Context: an optimization exercise on an open-source flow, tuned for small area. The choices shown serve that exercise and are no tape-out recipe.
In this exercise RTL edits were held to simulation tests only and were not proved equivalent to the original.
Power and IR drop assume default switching activity.

== trial 59 ==
==> flow/design.v <==
module Clock (
    input start,
    input clk,
    output [11:0] clock_time
);
    reg [4:0] s;
    wire hz = s[4] & s[3];
    always @(posedge clk) begin
        if (~start)
            s <= 5'd24;
        else if (hz & s[0])
            s <= 5'd0;
        else
            s <= s + 5'd1;
    end
    assign clock_time = {7'd0, hz ? 5'd0 : s};
endmodule
module Parking(
    input start,
    input clk,
    input car_entered,
    input is_uni_car_entered,
    input car_exited,
    input is_uni_car_exited,
    output [15:0] uni_car_parked,
    output [15:0] parked_care,
    output [15:0] uni_vacated_space,
    output [15:0] vacated_space,
    output reg uni_is_vacated_space,
    output reg is_vacated_space,
    output [11:0] clock_time
);
    reg [8:0] u;
    reg [8:0] g;
    reg [8:0] cap_u;
    reg [8:0] cap_g;
    Clock clock (
        .clk(clk),
        .start(start),
        .clock_time(clock_time)
    );
    wire [4:0] t = clock_time[4:0];
    always @(*) begin
        if (t < 8) begin
            cap_u = 9'd0;   cap_g = 9'd0;
        end else if (t < 13) begin
            cap_u = 9'd500; cap_g = 9'd200;
        end else if (t < 14) begin
            cap_u = 9'd450; cap_g = 9'd250;
        end else if (t < 15) begin
            cap_u = 9'd400; cap_g = 9'd300;
        end else if (t < 16) begin
            cap_u = 9'd350; cap_g = 9'd350;
        end else begin
            cap_u = 9'd200; cap_g = 9'd500;
        end
    end
    wire [9:0] vac_u, vac_g;
    wire [9:0] bu, bg;
    assign bu[0] = 1'b0;
    assign bg[0] = 1'b0;
    genvar i;
    generate
        for (i = 0; i < 9; i = i + 1) begin : sub
            assign vac_u[i] = cap_u[i] ^ u[i] ^ bu[i];
            assign bu[i+1] = (~cap_u[i] & (u[i] | bu[i])) | (u[i] & bu[i]);
            assign vac_g[i] = cap_g[i] ^ g[i] ^ bg[i];
            assign bg[i+1] = (~cap_g[i] & (g[i] | bg[i])) | (g[i] & bg[i]);
        end
    endgenerate
    assign vac_u[9] = bu[9];
    assign vac_g[9] = bg[9];
    assign uni_vacated_space = {{6{vac_u[9]}}, vac_u};
    assign vacated_space = {{6{vac_g[9]}}, vac_g};
    assign uni_car_parked = {7'd0, u};
    assign parked_care = {7'd0, g};
    localparam [9:0] K = 10'd324;
    wire [9:0] ua = {1'b0, u};
    wire [9:0] ga = {1'b0, g};
    wire [9:0] s = ua ^ ga ^ K;
    wire [10:0] m = {(ua & ga) | (K & (ua | ga)), 1'b0};
    wire [10:0] c;
    assign c[0] = 1'b0;
    generate
        for (i = 0; i < 10; i = i + 1) begin : cmp
            assign c[i+1] = (s[i] & m[i]) | (c[i] & (s[i] | m[i]));
        end
    endgenerate
    wire over = c[10] | m[10];
    wire room = ~over;
    wire hz_u = ~(|vac_u[9:1]);
    wire hz_g = ~(|vac_g[9:1]);
    wire free_u = ~vac_u[9] & (~hz_u | vac_u[0]);
    wire free_g = ~vac_g[9] & (~hz_g | vac_g[0]);
    wire one_u = hz_u & vac_u[0];
    wire one_g = hz_g & vac_g[0];
    wire in_u = car_entered & is_uni_car_entered & room & uni_is_vacated_space & free_u;
    wire in_g = car_entered & ~is_uni_car_entered & room & is_vacated_space & free_g;
    wire out_u = ~car_entered & car_exited & is_uni_car_exited & (|u);
    wire out_g = ~car_entered & car_exited & ~is_uni_car_exited & (|g);
    wire [9:0] au, zu, ag, zg;
    assign au[0] = in_u;
    assign zu[0] = out_u;
    assign ag[0] = in_g;
    assign zg[0] = out_g;
    generate
        for (i = 0; i < 9; i = i + 1) begin : cnt
            assign au[i+1] = au[i] & u[i];
            assign zu[i+1] = zu[i] & ~u[i];
            assign ag[i+1] = ag[i] & g[i];
            assign zg[i+1] = zg[i] & ~g[i];
        end
    endgenerate
    always @(posedge clk) begin
        if (~start) begin
            u <= 9'd0;
            g <= 9'd0;
            uni_is_vacated_space <= 1'b1;
            is_vacated_space <= 1'b1;
        end else begin
            u <= u ^ (au[8:0] | zu[8:0]);
            g <= g ^ (ag[8:0] | zg[8:0]);
            if (in_u & one_u) uni_is_vacated_space <= 1'b0;
            else if (out_u) uni_is_vacated_space <= 1'b1;
            if (in_g & one_g) is_vacated_space <= 1'b0;
            else if (out_g) is_vacated_space <= 1'b1;
        end
    end
endmodule
clock: 8.0 ns
lec_check: 0
abc_area: 1
cap_margin: 20
core_margin: 2
core_utilization: 40
slew_margin: 20
standard.sh (not shown) runs the stock make flow with config.mk's settings and CLKGATE_MAP_FILE= SYNTH_SCRIPT=/design/flow/synth_recipe.tcl, a recipe that flattens the netlist after the stock synthesis.
==> flow/flow/run.sh <==
#!/bin/bash
# The standard layout, with these changes:
#  - synthesis is the standard flow's script, but ABC maps with an area script and
#    Yosys maps adders to plain gates (no fa/ha cells);
#  - each port gets a buf_1 buffer.
set -euo pipefail
work=$(pwd)
export ADDER_MAP_FILE=
make -C "$FLOW_HOME" DESIGN_CONFIG="$work/config.mk" WORK_HOME="$work/orfs" \
  CLKGATE_MAP_FILE= SYNTH_SCRIPT="$work/flow/my_synth.tcl" synth > synth.log 2>&1
export BUFFER_PORTS_ARGS="-buffer_cell sky130_fd_sc_hd__buf_1"
bash standard.sh > standard.log 2>&1
==> flow/flow/abc_map.script <==
strash
&get -n
&st
&dch -f
&nf -R 1000
&put
==> flow/flow/my_synth.tcl <==
# The standard flow's synthesis script (synth_recipe.tcl) with one change: ABC maps the
# logic with flow/abc_map.script, an area-oriented script.
set my_dir [file dirname [file normalize [info script]]]
proc abc {args} {
  global my_dir
  set i [lsearch -exact $args -script]
  if { $i >= 0 } {
    set args [lreplace $args $i [expr {$i + 1}] -script $my_dir/abc_map.script]
  }
  yosys abc {*}$args
}
source $my_dir/../synth_recipe.tcl
Here is what was changed in the inputs of build 69 compared with trial 59.
--- a/flow/design.v
+++ b/flow/design.v
@@ -1,20 +1,22 @@
 module Clock (
     input start,
     input clk,
+    output [4:0] s,
     output [11:0] clock_time
 );
-    reg [4:0] s;
-    wire hz = s[4] & s[3];
+    reg [4:0] st;
+    assign s = st;
+    wire hz = st[4] & st[3];
     always @(posedge clk) begin
         if (~start)
-            s <= 5'd24;
-        else if (hz & s[0])
-            s <= 5'd0;
+            st <= 5'd24;
+        else if (hz & st[0])
+            st <= 5'd0;
         else
-            s <= s + 5'd1;
+            st <= st + 5'd1;
     end
-    assign clock_time = {7'd0, hz ? 5'd0 : s};
+    assign clock_time = {7'd0, st[4] & ~st[3], st[3] & ~st[4], st[2], st[1], st[0] & ~hz};
 endmodule
 module Parking(
     input start,
     input clk,
@@ -33,27 +35,33 @@
     reg [8:0] u;
     reg [8:0] g;
     reg [8:0] cap_u;
     reg [8:0] cap_g;
+    wire [4:0] s;
     Clock clock (
         .clk(clk),
         .start(start),
+        .s(s),
         .clock_time(clock_time)
     );
-    wire [4:0] t = clock_time[4:0];
+    wire off = ~(s[4] ^ s[3]);
+    wire late = s[4] & ~s[3];
+    wire h13 = ~s[4] & s[3] & s[2] & ~s[1] & s[0];
+    wire h14 = ~s[4] & s[3] & s[2] & s[1] & ~s[0];
+    wire h15 = ~s[4] & s[3] & s[2] & s[1] & s[0];
     always @(*) begin
-        if (t < 8) begin
+        if (off) begin
             cap_u = 9'd0;   cap_g = 9'd0;
-        end else if (t < 13) begin
-            cap_u = 9'd500; cap_g = 9'd200;
-        end else if (t < 14) begin
+        end else if (late) begin
+            cap_u = 9'd200; cap_g = 9'd500;
+        end else if (h13) begin
             cap_u = 9'd450; cap_g = 9'd250;
-        end else if (t < 15) begin
+        end else if (h14) begin
             cap_u = 9'd400; cap_g = 9'd300;
-        end else if (t < 16) begin
+        end else if (h15) begin
             cap_u = 9'd350; cap_g = 9'd350;
         end else begin
-            cap_u = 9'd200; cap_g = 9'd500;
+            cap_u = 9'd500; cap_g = 9'd200;
         end
     end
     wire [9:0] vac_u, vac_g;
     wire [9:0] bu, bg;
@@ -76,15 +84,15 @@
     assign parked_care = {7'd0, g};
     localparam [9:0] K = 10'd324;
     wire [9:0] ua = {1'b0, u};
     wire [9:0] ga = {1'b0, g};
-    wire [9:0] s = ua ^ ga ^ K;
+    wire [9:0] cs = ua ^ ga ^ K;
     wire [10:0] m = {(ua & ga) | (K & (ua | ga)), 1'b0};
     wire [10:0] c;
     assign c[0] = 1'b0;
     generate
         for (i = 0; i < 10; i = i + 1) begin : cmp
-            assign c[i+1] = (s[i] & m[i]) | (c[i] & (s[i] | m[i]));
+            assign c[i+1] = (cs[i] & m[i]) | (c[i] & (cs[i] | m[i]));
         end
     endgenerate
     wire over = c[10] | m[10];
     wire room = ~over;
### Flow results
- Build 69 consumes less power than trial 59 does.
- [build 69] setup slack rose 62 ps relative to trial 59
- Looking only at number of clock buffers in the layout, and setting everything else aside, the higher value of build 69 and trial 59 goes to build 69.
- Summary of build 69 over trial 59: portion of total power attributed to combinational logic went down 6.5 points; cell count went down 6; post-synthesis average cell area went up 1.0%.
- Trial 59 reports its critical path launch point as clock.s[4]$_SDFF_PN1_ while build 69 reports clock.st[4]$_SDFF_PN1_.

re-timing with driven ports:
In the flow no input, the clock included, has a driving cell. The finished layouts below were timed again as built, in two steps.
Step 1 sets driving cells, clkbuf_16 on the clock port and buf_2 on the other inputs (assumed; they add their load-dependent delay and slew).
Step 2 adds t to the input delays and takes it off the output delays; t is the mean of the earliest and latest rising clock arrival at the registers after step 1. Input paths then give back, and output paths get back, about the clock's delay inside the block.
a / b / c = no drivers / after step 1 / after step 2; a / b = the first two.
run | shift t [ns] | setup WS [ns] | worst hold slack (ns) | latest minus earliest clock arrival (ns)
trial 59 | 0.296 | 1.675 / 1.647 / 1.943 | 0.513 / 0.513 / 0.513 | 0.004 / 0.004
build 69 | 0.297 | 1.737 / 1.708 / 2.005 | 0.545 / 0.545 / 0.545 | 0.002 / 0.001
After both steps every run listed still meets setup and hold.
